Source: an optimization exercise on an open RTL-to-GDS flow (aim: small area). Production flows keep margins and buffers that such runs may drop. At most, simulation tests tie the RTL to the original design; equivalence was not proved. Power figures rest on the tool's default switching activity, not on a simulated workload.

==> trial 80: inputs <==
## butterfly_full
module butterfly_full(
    input clk,
    input rstn,
    input CE,
    input [31:0] x0_re_i,
    input [31:0] x0_im_i,
    input [31:0] x1_re_i,
    input [31:0] x1_im_i,
    input [9:0] w_re_i,
    input [9:0] w_im_i,
    output reg [31:0] X0_re_o,
    output reg [31:0] X0_im_o,
    output reg [31:0] X1_re_o,
    output reg [31:0] X1_im_o
    );
==> flow/config.mk <==
export PLATFORM = sky130hd
export DESIGN_NAME = butterfly_full
export DESIGN_NICKNAME = butterfly_full
export VERILOG_FILES = /design/flow/design.v
export SDC_FILE = /design/flow/constraint.sdc
export NUM_CORES = 4
export LEC_CHECK = 0
export ABC_AREA = 1
export CAP_MARGIN = 20
export CORE_MARGIN = 2
export CORE_UTILIZATION = 60
export CTS_BUF_LIST = sky130_fd_sc_hd__clkbuf_8
export CTS_CLUSTER_DIAMETER = 60
export CTS_CLUSTER_SIZE = 16
export PLACE_DENSITY = 0.75
export SLEW_MARGIN = 20
==> flow/constraint.sdc <==
create_clock -name core_clock -period 16.0 [get_ports {clk}]
set_input_delay 3.2000 -clock core_clock [delete_from_list [all_inputs] [get_ports {clk}]]
set_output_delay 3.2000 -clock core_clock [all_outputs]
set_load 0.01 [all_outputs]
standard.sh (not shown) runs the stock make flow with config.mk's settings and CLKGATE_MAP_FILE= SYNTH_SCRIPT=/design/flow/synth_recipe.tcl, a recipe that flattens the netlist after the stock synthesis.
==> flow/flow/run.sh <==
#!/bin/bash
# The standard layout, with the smallest buffer cell for the port buffers.
set -euo pipefail
bash standard.sh BUFFER_PORTS_ARGS="-buffer_cell sky130_fd_sc_hd__buf_1" finish > standard_flow.log 2>&1
==> inputs of build 55, as changes to trial 80 <==
--- a/flow/design.v
+++ b/flow/design.v
@@ -366,24 +366,33 @@
 function automatic [32:0] add_sx;
     input [31:0] x;
     input [22:0] y;
     input        ys;
     input        cin;
-    reg [33:0] r;
     reg [33:0] lo;
+    reg        c23, all1, all0, c;
+    reg [31:0] r;
+    integer i;
     begin
-        r  = rca32(x, {{9{ys}}, y}, cin);
         lo = rca32({9'd0, x[22:0]}, {9'd0, y}, cin);
-        add_sx = {lo[23], r[31:0]};
+        c23 = lo[23];
+        r = lo[31:0];
+        all1 = 1'b1;
+        all0 = 1'b1;
+        for (i = 23; i < 32; i = i + 1) begin
+            c = ys ? (c23 | ~all0) : (c23 & all1);
+            r[i] = x[i] ^ ys ^ c;
+            all1 = all1 & x[i];
+            all0 = all0 & ~x[i];
+        end
+        add_sx = {c23, r};
     end
 endfunction
 wire [32:0] a0r = add_sx(x0_re_i,  zs_re[22:0],  zs_re[23],  rn_re);
 wire [32:0] a0i = add_sx(x0_im_i,  zs_im[22:0],  zs_im[23],  rn_im);
-wire [32:0] a1r_n = add_sx(~x0_re_i, zs_re[22:0], zs_re[23], rn_re);
-wire [32:0] a1i_n = add_sx(~x0_im_i, zs_im[22:0], zs_im[23], rn_im);
-wire [32:0] a1r = {~a1r_n[32], ~a1r_n[31:0]};
-wire [32:0] a1i = {~a1i_n[32], ~a1i_n[31:0]};
+wire [32:0] a1r = add_sx(x0_re_i, ~zs_re[22:0], ~zs_re[23], ~rn_re);
+wire [32:0] a1i = add_sx(x0_im_i, ~zs_im[22:0], ~zs_im[23], ~rn_im);
 wire re_hi1 = &x0_re_i[30:23], re_hi0 = ~|x0_re_i[30:23];
 wire im_hi1 = &x0_im_i[30:23], im_hi0 = ~|x0_im_i[30:23];
 wire p0r = ~zs_re[23] & ~x0_re_i[31] & re_hi1 &  a0r[32];
 wire n0r =  zs_re[23] &  x0_re_i[31] & re_hi0 & ~a0r[32];
 wire p0i = ~zs_im[23] & ~x0_im_i[31] & im_hi1 &  a0i[32];
ABC_AREA = unset   (was 1)
==> inputs of trial 32, as changes to trial 80 <==
--- a/flow/design.v
+++ b/flow/design.v
@@ -366,24 +366,33 @@
 function automatic [32:0] add_sx;
     input [31:0] x;
     input [22:0] y;
     input        ys;
     input        cin;
-    reg [33:0] r;
     reg [33:0] lo;
+    reg        c23, all1, all0, c;
+    reg [31:0] r;
+    integer i;
     begin
-        r  = rca32(x, {{9{ys}}, y}, cin);
         lo = rca32({9'd0, x[22:0]}, {9'd0, y}, cin);
-        add_sx = {lo[23], r[31:0]};
+        c23 = lo[23];
+        r = lo[31:0];
+        all1 = 1'b1;
+        all0 = 1'b1;
+        for (i = 23; i < 32; i = i + 1) begin
+            c = ys ? (c23 | ~all0) : (c23 & all1);
+            r[i] = x[i] ^ ys ^ c;
+            all1 = all1 & x[i];
+            all0 = all0 & ~x[i];
+        end
+        add_sx = {c23, r};
     end
 endfunction
 wire [32:0] a0r = add_sx(x0_re_i,  zs_re[22:0],  zs_re[23],  rn_re);
 wire [32:0] a0i = add_sx(x0_im_i,  zs_im[22:0],  zs_im[23],  rn_im);
-wire [32:0] a1r_n = add_sx(~x0_re_i, zs_re[22:0], zs_re[23], rn_re);
-wire [32:0] a1i_n = add_sx(~x0_im_i, zs_im[22:0], zs_im[23], rn_im);
-wire [32:0] a1r = {~a1r_n[32], ~a1r_n[31:0]};
-wire [32:0] a1i = {~a1i_n[32], ~a1i_n[31:0]};
+wire [32:0] a1r = add_sx(x0_re_i, ~zs_re[22:0], ~zs_re[23], ~rn_re);
+wire [32:0] a1i = add_sx(x0_im_i, ~zs_im[22:0], ~zs_im[23], ~rn_im);
 wire re_hi1 = &x0_re_i[30:23], re_hi0 = ~|x0_re_i[30:23];
 wire im_hi1 = &x0_im_i[30:23], im_hi0 = ~|x0_im_i[30:23];
 wire p0r = ~zs_re[23] & ~x0_re_i[31] & re_hi1 &  a0r[32];
 wire n0r =  zs_re[23] &  x0_re_i[31] & re_hi0 & ~a0r[32];
 wire p0i = ~zs_im[23] & ~x0_im_i[31] & im_hi1 &  a0i[32];
ABC_AREA = unset   (was 1)
GPL_ROUTABILITY_DRIVEN = 0   (was unset)
GPL_TIMING_DRIVEN = 0   (was unset)
==> comparison table <==
	trial 32	trial 80	build 55
Port buffer count	269	278	278
Max IR drop VDD	0.0987 mV	0.0806 mV	0.0981 mV
Actual transition at the worst max-transition pin	807 ps	1120 ps	947 ps
End of the critical path	pa[31]$_DFF_P_	X1_re_o[30]$_DFFE_PN0P_	pa[31]$_DFF_P_
Count of cell types in the netlist	64	41	64
Result of the run	timing/DRC/antenna clean	timing/DRC/antenna clean	timing/DRC/antenna clean
Antenna violations before repair	1	1	3
Power Density	156 mW/mm^2	160 mW/mm^2	157 mW/mm^2
Placement Rows	64	63	64
Final critical path time including I/O delays and setup	15550 ps	15450 ps	15530 ps
Post-cts gate resize count	23	0	0
Clock power share	0.094	0.095	0.095
Total non-filler cell area in the finished layout	0.0205 mm^2	0.0199 mm^2	0.0202 mm^2
Proportion of cell area occupied by registers	0.289	0.298	0.293
Clock-cell share of area	0.0151	0.0161	0.0154
Via count of the first global-routing pass	14247	14019	13589
Clock latency on the worst-skew pair	530 ps	530 ps	520 ps
Portion of the post-synthesis area used by sequential elements	0.323	0.328	0.323
Multi-input logic cell count	1157	1205	1156
The RTL of trial 80 was laid out without a check of its function.

* * *

==> job 670 <==
butterfly_full, a different RTL version from the one above (not shown whole).
## butterfly_full
module butterfly_full(
    input clk,
    input rstn,
    input CE,
    input [31:0] x0_re_i,
    input [31:0] x0_im_i,
    input [31:0] x1_re_i,
    input [31:0] x1_im_i,
    input [9:0] w_re_i,
    input [9:0] w_im_i,
    output reg [31:0] X0_re_o,
    output reg [31:0] X0_im_o,
    output reg [31:0] X1_re_o,
    output reg [31:0] X1_im_o
    );
function automatic [33:0] rca32;    
    input [31:0] a;
    input [31:0] b;
    input        cin;
    integer i;
    reg c;
    reg [31:0] s;
    reg c31;
    begin
        c = cin;
        c31 = 1'b0;
        for (i = 0; i < 32; i = i + 1) begin
            s[i] = a[i] ^ b[i] ^ c;
            if (i == 31) c31 = c;
            c = (a[i] & b[i]) | (c & (a[i] ^ b[i]));
        end
        rca32 = {c31, c, s};
    end
endfunction
reg [1:0] ph;
always @(posedge clk or negedge rstn) begin
    if (!rstn) ph <= 2'd0;
    else       ph <= ph + 2'd1;
end
wire [31:0] mx = ph[0] ? x1_im_i : x1_re_i;
wire [9:0]  mw = (ph[0] ^ ph[1]) ? w_im_i : w_re_i;
wire        flip = (ph == 2'd1);           
wire        w_m512 = (mw == 10'h200);      
wire [10:0] wb = {mw, 1'b0};
reg  [4:0]  b_neg, b_one, b_two;
integer k;
always @* begin
    for (k = 0; k < 5; k = k + 1) begin
        b_one[k] = wb[2*k+1] ^ wb[2*k];
        b_two[k] = (wb[2*k+2] & ~wb[2*k+1] & ~wb[2*k]) | (~wb[2*k+2] & wb[2*k+1] & wb[2*k]);
        b_neg[k] = wb[2*k+2];
    end
    b_neg[4] = wb[10] & ~w_m512;
    b_neg = b_neg ^ {5{flip}};
end
reg [31:0] row [0:4];
reg [31:0] corr;
integer j;
  ...
clock: 16.0 ns
lec_check: 0
abc_area: 1
cap_margin: 20
core_margin: 2
core_utilization: 40
place_density: 0.6
slew_margin: 20
run.sh (not shown) runs the stock make flow with config.mk's settings and CLKGATE_MAP_FILE= SYNTH_SCRIPT=/design/flow/synth_recipe.tcl, a recipe that flattens the netlist after the stock synthesis.
Stock flow here: none of the scripts above is used.
==> inputs of job 9643, as changes to job 670 <==
==> flow/flow/run.sh (new file) <==
#!/bin/bash
# The standard layout, with the smallest buffer cell for the port buffers.
set -euo pipefail
bash standard.sh BUFFER_PORTS_ARGS="-buffer_cell sky130_fd_sc_hd__buf_1" finish > standard_flow.log 2>&1
==> flow/standard.sh (new file) <==
#!/bin/bash
# synth_recipe.tcl (not shown) runs the flow's synth.tcl, then flattens the netlist and writes it again
# the make line also repeats each setting of config.mk as NAME=value (left out here)
make -C /OpenROAD-flow-scripts/flow DESIGN_CONFIG=/design/flow/config.mk WORK_HOME=/design/flow/orfs CLKGATE_MAP_FILE= SYNTH_SCRIPT=/design/flow/synth_recipe.tcl "${@:-finish}"
--- a/flow/config.mk
+++ b/flow/config.mk
@@ -5,9 +5,9 @@
 export SDC_FILE = /design/flow/constraint.sdc
 export NUM_CORES = 4
 export LEC_CHECK = 0
-export ABC_AREA = 1
 export CAP_MARGIN = 20
 export CORE_MARGIN = 2
-export CORE_UTILIZATION = 40
-export PLACE_DENSITY = 0.6
+export CORE_UTILIZATION = 60
+export CTS_BUF_LIST = sky130_fd_sc_hd__clkbuf_8
+export PLACE_DENSITY = 0.75
 export SLEW_MARGIN = 20
removed: flow/run.sh
==> inputs of job 4635, as changes to job 670 <==
==> flow/flow/run.sh (new file) <==
#!/bin/bash
# The standard layout, with the smallest buffer cell for the port buffers.
set -euo pipefail
bash standard.sh BUFFER_PORTS_ARGS="-buffer_cell sky130_fd_sc_hd__buf_1" finish > standard_flow.log 2>&1
==> flow/standard.sh (new file) <==
#!/bin/bash
# synth_recipe.tcl (not shown) runs the flow's synth.tcl, then flattens the netlist and writes it again
# the make line also repeats each setting of config.mk as NAME=value (left out here)
make -C /OpenROAD-flow-scripts/flow DESIGN_CONFIG=/design/flow/config.mk WORK_HOME=/design/flow/orfs CLKGATE_MAP_FILE= SYNTH_SCRIPT=/design/flow/synth_recipe.tcl "${@:-finish}"
--- a/flow/config.mk
+++ b/flow/config.mk
@@ -5,7 +5,6 @@
 export SDC_FILE = /design/flow/constraint.sdc
 export NUM_CORES = 4
 export LEC_CHECK = 0
-export ABC_AREA = 1
 export CAP_MARGIN = 20
 export CORE_MARGIN = 2
 export CORE_UTILIZATION = 40
removed: flow/run.sh
==> notes <==
Global-route usage: job 9643 > job 670 > job 4635.
The lowest clock power belongs to job 9643, the highest to job 670.
In sequential cell count, job 9643 and job 4635 do not differ.
Of job 4635 and job 9643, job 9643 has the higher clock skew (gap 42 ps).
The lowest via count belongs to job 4635, the highest to job 670.
Critical path depth, lowest first: job 4635, job 670, job 9643.
Utilization, lowest first: job 4635, job 670, job 9643.
Against job 670, the wire length of job 4635 is lower by 4.5%.
The highest fmax belongs to job 670, the lowest to job 9643.
Between job 9643 and job 4635, the lower sequential share of layout area is in job 4635 (gap 0.47 points).

* * *

==> branch quartz: inputs <==
butterfly_full, a different RTL version from the one above (not shown whole).
Settings: LEC_CHECK=0, CAP_MARGIN=20, CORE_MARGIN=2, CORE_UTILIZATION=60, CTS_BUF_LIST=sky130_fd_sc_hd__clkbuf_8, CTS_CLUSTER_DIAMETER=60, CTS_CLUSTER_SIZE=16, PLACE_DENSITY=0.75, SLEW_MARGIN=20; clock period 16.0 ns.
standard.sh (not shown) runs the stock make flow with config.mk's settings and CLKGATE_MAP_FILE= SYNTH_SCRIPT=/design/flow/synth_recipe.tcl, a recipe that flattens the netlist after the stock synthesis.
==> flow/flow/run.sh <==
#!/bin/bash
# The standard layout, with the smallest buffer cell for the port buffers.
set -euo pipefail
bash standard.sh BUFFER_PORTS_ARGS="-buffer_cell sky130_fd_sc_hd__buf_1" finish > standard_flow.log 2>&1
==> inputs of branch nickel, as changes to branch quartz <==
--- a/flow/design.v
+++ b/flow/design.v
@@ -358,32 +358,56 @@
         zs_re <= zq;
         rn_re <= zrnd;
     end
     if (ph == 2'd0) begin
         zs_im <= zq;
         rn_im <= zrnd;
     end
 end
-wire [31:0] zre32 = {{8{zs_re[23]}}, zs_re};
-wire [31:0] zim32 = {{8{zs_im[23]}}, zs_im};
-wire [33:0] a0r = rca32(x0_re_i,  zre32,  rn_re);
-wire [33:0] a0i = rca32(x0_im_i,  zim32,  rn_im);
-wire [33:0] a1r_n = rca32(~x0_re_i, zre32, rn_re);
-wire [33:0] a1i_n = rca32(~x0_im_i, zim32, rn_im);
-wire [33:0] a1r = {a1r_n[33:32], ~a1r_n[31:0]};
-wire [33:0] a1i = {a1i_n[33:32], ~a1i_n[31:0]};
-wire v0r = a0r[33] ^ a0r[32];
-wire v0i = a0i[33] ^ a0i[32];
-wire v1r = (a1r[33] ^ a1r[32]) & x0_re_i[31];
-wire v1i = (a1i[33] ^ a1i[32]) & x0_im_i[31];
-wire [31:0] X0_re = v0r ? {x0_re_i[31], {31{~x0_re_i[31]}}} : a0r[31:0];
-wire [31:0] X0_im = v0i ? {x0_im_i[31], {31{~x0_im_i[31]}}} : a0i[31:0];
-wire [31:0] X1_re = v1r ? 32'h80000000 : a1r[31:0];
-wire [31:0] X1_im = v1i ? 32'h80000000 : a1i[31:0];
+function automatic [32:0] add_sx;
+    input [31:0] x;
+    input [22:0] y;
+    input        ys;
+    input        cin;
+    reg [33:0] lo;
+    reg        c23, all1, all0, c;
+    reg [31:0] r;
+    integer i;
+    begin
+        lo = rca32({9'd0, x[22:0]}, {9'd0, y}, cin);
+        c23 = lo[23];
+        r = lo[31:0];
+        all1 = 1'b1;
+        all0 = 1'b1;
+        for (i = 23; i < 32; i = i + 1) begin
+            c = ys ? (c23 | ~all0) : (c23 & all1);
+            r[i] = x[i] ^ ys ^ c;
+            all1 = all1 & x[i];
+            all0 = all0 & ~x[i];
+        end
+        add_sx = {c23, r};
+    end
+endfunction
+wire [32:0] a0r = add_sx(x0_re_i,  zs_re[22:0],  zs_re[23],  rn_re);
+wire [32:0] a0i = add_sx(x0_im_i,  zs_im[22:0],  zs_im[23],  rn_im);
+wire [32:0] a1r = add_sx(x0_re_i, ~zs_re[22:0], ~zs_re[23], ~rn_re);
+wire [32:0] a1i = add_sx(x0_im_i, ~zs_im[22:0], ~zs_im[23], ~rn_im);
+wire re_hi1 = &x0_re_i[30:23], re_hi0 = ~|x0_re_i[30:23];
+wire im_hi1 = &x0_im_i[30:23], im_hi0 = ~|x0_im_i[30:23];
+wire p0r = ~zs_re[23] & ~x0_re_i[31] & re_hi1 &  a0r[32];
+wire n0r =  zs_re[23] &  x0_re_i[31] & re_hi0 & ~a0r[32];
+wire p0i = ~zs_im[23] & ~x0_im_i[31] & im_hi1 &  a0i[32];
+wire n0i =  zs_im[23] &  x0_im_i[31] & im_hi0 & ~a0i[32];
+wire n1r = ~zs_re[23] & x0_re_i[31] & re_hi0 & ~a1r[32];
+wire n1i = ~zs_im[23] & x0_im_i[31] & im_hi0 & ~a1i[32];
+wire [31:0] X0_re = p0r ? 32'h7fffffff : n0r ? 32'h80000000 : a0r[31:0];
+wire [31:0] X0_im = p0i ? 32'h7fffffff : n0i ? 32'h80000000 : a0i[31:0];
+wire [31:0] X1_re = n1r ? 32'h80000000 : a1r[31:0];
+wire [31:0] X1_im = n1i ? 32'h80000000 : a1i[31:0];
 always @(posedge clk or negedge rstn) begin
     if (!rstn) begin
         X0_re_o <= 32'd0;
         X0_im_o <= 32'd0;
         X1_re_o <= 32'd0;
         X1_im_o <= 32'd0;
     end
     else if (CE) begin
==> flow/config.mk (replaced) <==
export PLATFORM = sky130hd
export DESIGN_NAME = butterfly_full
export DESIGN_NICKNAME = butterfly_full
export VERILOG_FILES = /design/flow/design.v
export SDC_FILE = /design/flow/constraint.sdc
export NUM_CORES = 4
export LEC_CHECK = 0
export ABC_AREA = 1
export CAP_MARGIN = 20
export CORE_MARGIN = 2
export CORE_UTILIZATION = 80
export CTS_BUF_LIST = sky130_fd_sc_hd__clkbuf_8
export CTS_CLUSTER_DIAMETER = 60
export CTS_CLUSTER_SIZE = 16
export PLACE_DENSITY = 0.92
export SLEW_MARGIN = 20
==> inputs of branch sierra, as changes to branch quartz <==
--- a/flow/design.v
+++ b/flow/design.v
@@ -358,32 +358,56 @@
         zs_re <= zq;
         rn_re <= zrnd;
     end
     if (ph == 2'd0) begin
         zs_im <= zq;
         rn_im <= zrnd;
     end
 end
-wire [31:0] zre32 = {{8{zs_re[23]}}, zs_re};
-wire [31:0] zim32 = {{8{zs_im[23]}}, zs_im};
-wire [33:0] a0r = rca32(x0_re_i,  zre32,  rn_re);
-wire [33:0] a0i = rca32(x0_im_i,  zim32,  rn_im);
-wire [33:0] a1r_n = rca32(~x0_re_i, zre32, rn_re);
-wire [33:0] a1i_n = rca32(~x0_im_i, zim32, rn_im);
-wire [33:0] a1r = {a1r_n[33:32], ~a1r_n[31:0]};
-wire [33:0] a1i = {a1i_n[33:32], ~a1i_n[31:0]};
-wire v0r = a0r[33] ^ a0r[32];
-wire v0i = a0i[33] ^ a0i[32];
-wire v1r = (a1r[33] ^ a1r[32]) & x0_re_i[31];
-wire v1i = (a1i[33] ^ a1i[32]) & x0_im_i[31];
-wire [31:0] X0_re = v0r ? {x0_re_i[31], {31{~x0_re_i[31]}}} : a0r[31:0];
-wire [31:0] X0_im = v0i ? {x0_im_i[31], {31{~x0_im_i[31]}}} : a0i[31:0];
-wire [31:0] X1_re = v1r ? 32'h80000000 : a1r[31:0];
-wire [31:0] X1_im = v1i ? 32'h80000000 : a1i[31:0];
+function automatic [32:0] add_sx;
+    input [31:0] x;
+    input [22:0] y;
+    input        ys;
+    input        cin;
+    reg [33:0] lo;
+    reg        c23, all1, all0, c;
+    reg [31:0] r;
+    integer i;
+    begin
+        lo = rca32({9'd0, x[22:0]}, {9'd0, y}, cin);
+        c23 = lo[23];
+        r = lo[31:0];
+        all1 = 1'b1;
+        all0 = 1'b1;
+        for (i = 23; i < 32; i = i + 1) begin
+            c = ys ? (c23 | ~all0) : (c23 & all1);
+            r[i] = x[i] ^ ys ^ c;
+            all1 = all1 & x[i];
+            all0 = all0 & ~x[i];
+        end
+        add_sx = {c23, r};
+    end
+endfunction
+wire [32:0] a0r = add_sx(x0_re_i,  zs_re[22:0],  zs_re[23],  rn_re);
+wire [32:0] a0i = add_sx(x0_im_i,  zs_im[22:0],  zs_im[23],  rn_im);
+wire [32:0] a1r = add_sx(x0_re_i, ~zs_re[22:0], ~zs_re[23], ~rn_re);
+wire [32:0] a1i = add_sx(x0_im_i, ~zs_im[22:0], ~zs_im[23], ~rn_im);
+wire re_hi1 = &x0_re_i[30:23], re_hi0 = ~|x0_re_i[30:23];
+wire im_hi1 = &x0_im_i[30:23], im_hi0 = ~|x0_im_i[30:23];
+wire p0r = ~zs_re[23] & ~x0_re_i[31] & re_hi1 &  a0r[32];
+wire n0r =  zs_re[23] &  x0_re_i[31] & re_hi0 & ~a0r[32];
+wire p0i = ~zs_im[23] & ~x0_im_i[31] & im_hi1 &  a0i[32];
+wire n0i =  zs_im[23] &  x0_im_i[31] & im_hi0 & ~a0i[32];
+wire n1r = ~zs_re[23] & x0_re_i[31] & re_hi0 & ~a1r[32];
+wire n1i = ~zs_im[23] & x0_im_i[31] & im_hi0 & ~a1i[32];
+wire [31:0] X0_re = p0r ? 32'h7fffffff : n0r ? 32'h80000000 : a0r[31:0];
+wire [31:0] X0_im = p0i ? 32'h7fffffff : n0i ? 32'h80000000 : a0i[31:0];
+wire [31:0] X1_re = n1r ? 32'h80000000 : a1r[31:0];
+wire [31:0] X1_im = n1i ? 32'h80000000 : a1i[31:0];
 always @(posedge clk or negedge rstn) begin
     if (!rstn) begin
         X0_re_o <= 32'd0;
         X0_im_o <= 32'd0;
         X1_re_o <= 32'd0;
         X1_im_o <= 32'd0;
     end
     else if (CE) begin
==> flow/config.mk (replaced) <==
export PLATFORM = sky130hd
export DESIGN_NAME = butterfly_full
export DESIGN_NICKNAME = butterfly_full
export VERILOG_FILES = /design/flow/design.v
export SDC_FILE = /design/flow/constraint.sdc
export NUM_CORES = 4
export LEC_CHECK = 0
export ABC_AREA = 1
export CAP_MARGIN = 20
export CORE_MARGIN = 2
export CORE_UTILIZATION = 72
export CTS_BUF_LIST = sky130_fd_sc_hd__clkbuf_8
export CTS_CLUSTER_DIAMETER = 60
export CTS_CLUSTER_SIZE = 16
export PLACE_DENSITY = 0.86
export SLEW_MARGIN = 20
==> results.txt <==
Of branch quartz and branch sierra, branch sierra has the higher setup slack (gap 0.38 ns). Of branch quartz and branch sierra, branch sierra has the higher synthesized cell count (gap 8.0%, measured against branch sierra). In branch sierra the critical path depth is higher than in branch quartz, by 1. Branch quartz produced a clean layout. Branch sierra went through all stages and came out clean. Branch nickel aborted during global routing (5_1_grt) on GRT-0116. In branch sierra the power is lower than in branch quartz, by 1.8%. In branch sierra the die area is smaller than in branch quartz, by 17%.
Function not checked in branch quartz: the RTL went through the layout flow alone.

[separate check: timing with driven ports]
The results above use ideal ports. As a check the final layouts listed here were re-extracted and re-timed, cells and wires unchanged.
Step 1 sets driving cells, clkbuf_16 on the clock port and buf_2 on the other inputs (assumed; they add their load-dependent delay and slew).
Step 2 times the ports against the registers' clock, not the clock port: input delays grow and output delays shrink by t, the midpoint of the rising clock arrivals with the driver on.
Slacks: ideal / step 1 / step 2; pairs: ideal / step 1.
run | t (ns) | setup WS [ns] | worst data-port slew with drivers (ns) | pins driven straight from the clock port
trial 80 | 0.555 | 0.550 / 0.571 / 0.016 | 0.08 | 1
build 55 | 0.555 | 0.465 / 0.485 / -0.070 | 0.09 | 1
trial 32 | 0.559 | 0.448 / 0.473 / -0.086 | 0.09 | 1
job 670 | 0.582 | 0.385 / 0.411 / -0.171 | 0.09 | 1
job 9643 | 0.549 | 0.250 / 0.272 / -0.277 | 0.10 | 1
job 4635 | 0.573 | 0.326 / 0.353 / -0.220 | 0.11 | 1
branch quartz | 0.565 | 0.367 / 0.379 / -0.186 | 0.09 | 1
branch sierra | 0.577 | 0.750 / 0.757 / 0.181 | 0.08 | 1
With both steps, setup timing fails in 6 of these runs, where it was met with ideal ports. For branch sierra, which loses most, drivers alone change the setup slack by +0.007 ns; drivers and shift together by -0.569 ns.
